This design comes from an exercise in tuning for small area on the open sky130 flow, not from production work. The RTL was checked by simulation tests, not by an equivalence proof against the original design. No driver is modelled on the clock port, so clocking that relies on it looks cheaper here than on a real chip. Power is estimated from default activity; no workload was simulated.

run A:
==> flow/design.v (excerpt) <==
module top(
    input               sys_clk, sys_rst_n                  ,
    input               tim_psel, tim_pwrite, tim_penable   ,
    input   [31 : 0]    tim_paddr                           ,
    input   [31 : 0]    tim_pwdata                          ,
    output  [31 : 0]    tim_prdata                          ,
    input   [3 :  0]    tim_pstrb                           ,
    output              tim_pready                          ,
    output              tim_pslverr                         ,
    output              tim_int                             ,
    input               dbg_mode
);
    reg pready_r;
    wire acc = tim_psel & tim_penable;
    always @(posedge sys_clk or negedge sys_rst_n)
        if (!sys_rst_n) pready_r <= 1'b0;
        else            pready_r <= acc & ~pready_r;
    assign tim_pready = pready_r;
    wire wr = pready_r & acc & tim_pwrite;
    wire [11:0] a = tim_paddr[11:0];
    wire        a_ok = ~|{a[11:5], a[1:0]};
    wire [7:0]  sel = {8{a_ok}} & (8'b1 << a[4:2]);
    wire [31:0] wd = tim_pwdata;
    wire [3:0]  be = tim_pstrb;
    reg       timer_en, div_en;
    reg [3:0] div_val;
    wire err = sel[0] & (
                 (timer_en & be[0] & (wd[1] ^ div_en)) |
                 (be[1] & ((wd[11] & |wd[10:8]) | (timer_en & (wd[11:8] != div_val)))));
    assign tim_pslverr = tim_pwrite & err;
    wire tcr_we = wr & sel[0] & ~err;
    always @(posedge sys_clk or negedge sys_rst_n)
        if (!sys_rst_n) begin
            timer_en <= 1'b0;
            div_en   <= 1'b0;
            div_val  <= 4'd1;
        end else if (tcr_we) begin
            if (be[0]) begin timer_en <= wd[0]; div_en <= wd[1]; end
            if (be[1]) div_val <= wd[11:8];
        end
    reg halt_req, int_en;
    always @(posedge sys_clk or negedge sys_rst_n)
        if (!sys_rst_n) begin
            halt_req <= 1'b0;
            int_en   <= 1'b0;
        end else begin
            if (wr & sel[7] & be[0]) halt_req <= wd[0];
  ...
Size in the first run: about 150 flip-flops, about 7900 µm² of cells after synthesis.
export LEC_CHECK = 0
export CAP_MARGIN = 20
export CORE_MARGIN = 2
export CORE_UTILIZATION = 65
export SLEW_MARGIN = 20
create_clock -name core_clock -period 6.0 [get_ports {sys_clk}]
standard.sh (not shown) runs the stock make flow with config.mk's settings and CLKGATE_MAP_FILE= SYNTH_SCRIPT=/design/flow/synth_recipe.tcl, a recipe that flattens the netlist after the stock synthesis.
==> flow/flow/run.sh <==
#!/bin/bash
# The standard layout with: ABC area recovery in synthesis (same registers and
# names), plain buf_1 port buffers, and a clkbuf_4 clock tree whose heavily loaded
# leaf buffers are upsized after CTS.
set -euo pipefail
W=$PWD
export ALT_ABC_SCRIPT=$W/flow/abc_alt.script
export FLOW_SYNTH_TCL=$W/synth_recipe.tcl
bash standard.sh \
  "SYNTH_SCRIPT=$W/flow/synth_alt.tcl" \
  "BUFFER_PORTS_ARGS=-buffer_cell sky130_fd_sc_hd__buf_1" \
  "CTS_ARGS=-sink_clustering_enable -repair_clock_nets -root_buf sky130_fd_sc_hd__clkbuf_8 -buf_list sky130_fd_sc_hd__clkbuf_4 -dont_use_dummy_load" \
  "POST_CTS_TCL=$W/flow/cts_post.tcl" \
  finish > standard.log 2>&1
==> flow/flow/abc_alt.script <==
&get -n
&st
&dch
&nf -R 1000
&st
&deepsyn -J 100 -T 120
&st
&syn2
&if -g -K 6
&synch2
&nf -R 1000
&st
&syn2
&if -g -K 6
&synch2
&nf -R 1000
&put
topo
stime -c
dnsize -c
==> flow/flow/cts_post.tcl <==
estimate_parasitics -placement
set upsized 0
foreach inst [[ord::get_db_block] getInsts] {
  if {[[$inst getMaster] getName] ne "sky130_fd_sc_hd__clkbuf_4"} { continue }
  if {![string match "clkbuf_*" [$inst getName]]} { continue }
  set net [[$inst findITerm X] getNet]
  if {$net eq "NULL"} { continue }
  set fanout 0
  set worst 0.0
  foreach it [$net getITerms] {
    if {[$it isOutputSignal]} { continue }
    incr fanout
    set pin [get_pins "[[$it getInst] getName]/[[$it getMTerm] getName]"]
    set s [get_property $pin slew_max]
    if {$s > $worst} { set worst $s }
  }
  if {$worst > 0.110} {
    puts "cts_post: upsizing [$inst getName] (fanout $fanout, slew $worst)"
    replace_cell [$inst getName] sky130_fd_sc_hd__clkbuf_8
    incr upsized
  }
}
puts "cts_post: upsized $upsized clock buffers"
if {$upsized} {
  detailed_placement
  check_placement -verbose
  estimate_parasitics -placement
}
==> flow/flow/synth_alt.tcl <==
# The standard flow's synthesis script unchanged, except that ABC runs flow/abc_alt.script
# (area-oriented: &deepsyn, stopped after 100 steps without gain, between &nf mappings with extra area recovery; no buffer -c or upsize -c).
proc abc {args} {
  set i [lsearch $args -script]
  if {$i >= 0} { lset args [expr {$i + 1}] $::env(ALT_ABC_SCRIPT) }
  yosys abc {*}$args
}
source $::env(FLOW_SYNTH_TCL)
Modified inputs, run B compared to run A
- CORE_UTILIZATION: 65 -> 40
--- a/flow/flow/run.sh
+++ b/flow/flow/run.sh
@@ -12 +12 @@
-  "CTS_ARGS=-sink_clustering_enable -repair_clock_nets -root_buf sky130_fd_sc_hd__clkbuf_8 -buf_list sky130_fd_sc_hd__clkbuf_4 -dont_use_dummy_load" \
+  "CTS_ARGS=-sink_clustering_enable -repair_clock_nets -root_buf sky130_fd_sc_hd__clkbuf_16 -buf_list sky130_fd_sc_hd__clkbuf_4 -dont_use_dummy_load" \
--- a/flow/flow/cts_post.tcl
+++ b/flow/flow/cts_post.tcl
@@ -17 +17 @@
-  if {$worst > 0.110} {
+  if {$fanout >= 10 || $worst > 0.095} {
==> comparison <==
- Sort run A and run B by final cycle utilization of the critical path, descending, and run B comes first.
- Final area: run B worse than run A
- Diff run B..run A | number of clock buffer instances in the layout | unchanged
- Core utilization: run B lower than run A
- Proportion of power drawn by flip-flops and latches ended up 3.8 points lower on run B than on run A.
- Run B contains fewer vias than run A.
- Sequential portion of the cell area ends up higher on run A.
- Compared with run A, run B shows power density of the placed cells that has gone up by a few percent.
- Power, run A and run B, lower one = run A.
--- input diff run B..run C ---
--- a/flow/flow/cts_post.tcl
+++ b/flow/flow/cts_post.tcl
@@ -17 +17 @@
-  if {$fanout >= 10 || $worst > 0.095} {
+  if {$worst > 0.110} {
Findings:
Summary of run C over run B: proportion of final cell area spent on non-clock buffers about even, achievable frequency rose about 0.5%. Met3 routing resource usage after global routing (lower): run B. Against run B, worst hold slack in run C came out better. [run C vs run B] post-layout instance area: lower in run C. Relative to run B, internal power contribution decreased by 4.5% in run C. Of run B and run C, run C shows the higher length of routed wiring on met1, with run B below it. Global-route wire length before repair across run B and run C: no real change. The higher part of the total power dissipated in combinational logic of run B and run C is in run C. Final worst setup slack came out higher on run C than on run B.
> inputs changed (run C -> run D)
--- a/flow/flow/abc_alt.script
+++ b/flow/flow/abc_alt.script
@@ -6 +6,29 @@
-&deepsyn -J 100 -T 120
+&syn2
+&if -g -K 6
+&synch2
+&nf -R 1000
+&st
+&syn2
+&if -g -K 6
+&synch2
+&nf -R 1000
+&st
+&syn2
+&if -g -K 6
+&synch2
+&nf -R 1000
+&st
+&syn2
+&if -g -K 6
+&synch2
+&nf -R 1000
+&st
+&syn2
+&if -g -K 6
+&synch2
+&nf -R 1000
+&st
+&syn2
+&if -g -K 6
+&synch2
+&nf -R 1000
@@ -19,0 +48 @@
+
--- a/flow/flow/cts_post.tcl
+++ b/flow/flow/cts_post.tcl
@@ -17 +17 @@
-  if {$worst > 0.110} {
+  if {$fanout >= 10 || $worst > 0.095} {
--- a/flow/flow/synth_alt.tcl
+++ b/flow/flow/synth_alt.tcl
@@ -2 +2 @@
-# (area-oriented: &deepsyn, stopped after 100 steps without gain, between &nf mappings with extra area recovery; no buffer -c or upsize -c).
+# (ORFS's speed script with more rounds, more area recovery in &nf, and no buffer -c or upsize -c).
==> run notes <==
Count of final hold-check violations came out exactly the same in run D and run C. Comparing the two runs side by side, run D comes out ahead of run C on wire length of the first global-routing pass. The run showing the smaller clock buffer and inverter area fraction after layout is run C. Compared with run C, run D shows a higher part of the power in the clock network. Compared with run C, in run D post-route standard cell area excluding fillers increased by 1.4% relative to the old numbers; count of nets after finishing moved down; core area rose 130 µm². In run D relative to run C, synthesized cell count had gone down by a few percent. Compared run C against run D; combinational share of power within noise. Critical path depth essentially unchanged between run C and run D.
Inputs modified between run D and run E:
==> flow/flow/abc_alt.script <==
&get -n
&st
&dch
&nf -R 1000
&st
&deepsyn -T 40
&st
&dch
&nf -R 1000
&put
topo
stime -c

dnsize -c
--- a/flow/flow/synth_alt.tcl
+++ b/flow/flow/synth_alt.tcl
@@ -2 +2 @@
-# (ORFS's speed script with more rounds, more area recovery in &nf, and no buffer -c or upsize -c).
+# (area-oriented: &deepsyn for 40 s between &nf mappings with extra area recovery; no buffer -c or upsize -c).
Findings:
- Finished, but not clean: run E, with negative setup slack.
- Side by side, effective utilization at floorplan turned out lower in run E than in run D.
- Looking at run E and run D, the power consumption is a wash.
- In the flow results for run E and run D, the fraction of area in multi-input gates is smaller on run E.
- Run E reports its critical path capture point as cnt[62] while run D reports tim_prdata[10].
- Run E vs. run D: setup slack after layout went down; combinational power went up.
Changes in run F relative to run E:
==> flow/flow/abc_alt.script <==
&get -n
&st
&dch
&nf -R 1000
&st
&syn2
&if -g -K 6
&synch2
&nf -R 1000
&st
&syn2
&if -g -K 6
&synch2
&nf -R 1000
&st
&syn2
&if -g -K 6
&synch2
&nf -R 1000
&st
&syn2
&if -g -K 6
&synch2
&nf -R 1000
&st
&syn2
&if -g -K 6
&synch2
&nf -R 1000
&put
buffer -c
topo
stime -c

dnsize -c
--- a/flow/flow/cts_post.tcl
+++ b/flow/flow/cts_post.tcl
@@ -5 +4,0 @@
-  if {![string match "clkbuf_*" [$inst getName]]} { continue }
--- a/flow/flow/synth_alt.tcl
+++ b/flow/flow/synth_alt.tcl
@@ -2 +2 @@
-# (area-oriented: &deepsyn for 40 s between &nf mappings with extra area recovery; no buffer -c or upsize -c).
+# (ORFS's speed script with more area recovery in &nf and without upsize -c).
## What came out
Both conditions hold for run F: the flow ran to the end and the final layout passed the timing, DRC and antenna checks. [run F vs run E] post-synth net total: higher in run F. Changes observed in run F relative to run E: clock input transition at the sequential cells of the worst setup and hold paths closely matched the old numbers, total wire length after detailed routing lost 17%.

## re-timing with driven ports
How much do the figures lean on ideal ports? The routed layouts below were timed once more, with nothing changed but the port constraints. Step 1, drivers: a clkbuf_16 drives sys_clk and a buf_2 each remaining input, both assumed. Step 2 adds t to the input delays and takes it off the output delays; t is the mean of the earliest and latest rising clock arrival at the registers after step 1. Input paths then give back, and output paths get back, about the clock's delay inside the block. a / b / c = ideal / step 1 / step 2; a / b = the first two.
run | shift t [ns] | setup WS [ns] | latest minus earliest clock arrival (ns) | worst slew at a driven data input, ns | cell pins on the clock port's net
run A | 0.473 | 1.044 / 1.023 / 0.804 | 0.037 / 0.037 | 0.03 | 1
run B | 0.415 | 0.993 / 0.971 / 0.876 | 0.029 / 0.028 | 0.03 | 1
run C | 0.406 | 1.018 / 0.996 / 0.862 | 0.035 / 0.035 | 0.03 | 1
run D | 0.415 | 1.104 / 1.082 / 1.024 | 0.026 / 0.027 | 0.03 | 1
run E | 0.420 | -1.682 / -1.656 / -2.076 | 0.029 / 0.029 | 0.04 | 1
run F | 0.413 | 1.327 / 1.350 / 0.936 | 0.030 / 0.029 | 0.04 | 1
For run E, which loses most, drivers alone change the setup slack by +0.026 ns; drivers and shift together by -0.394 ns.
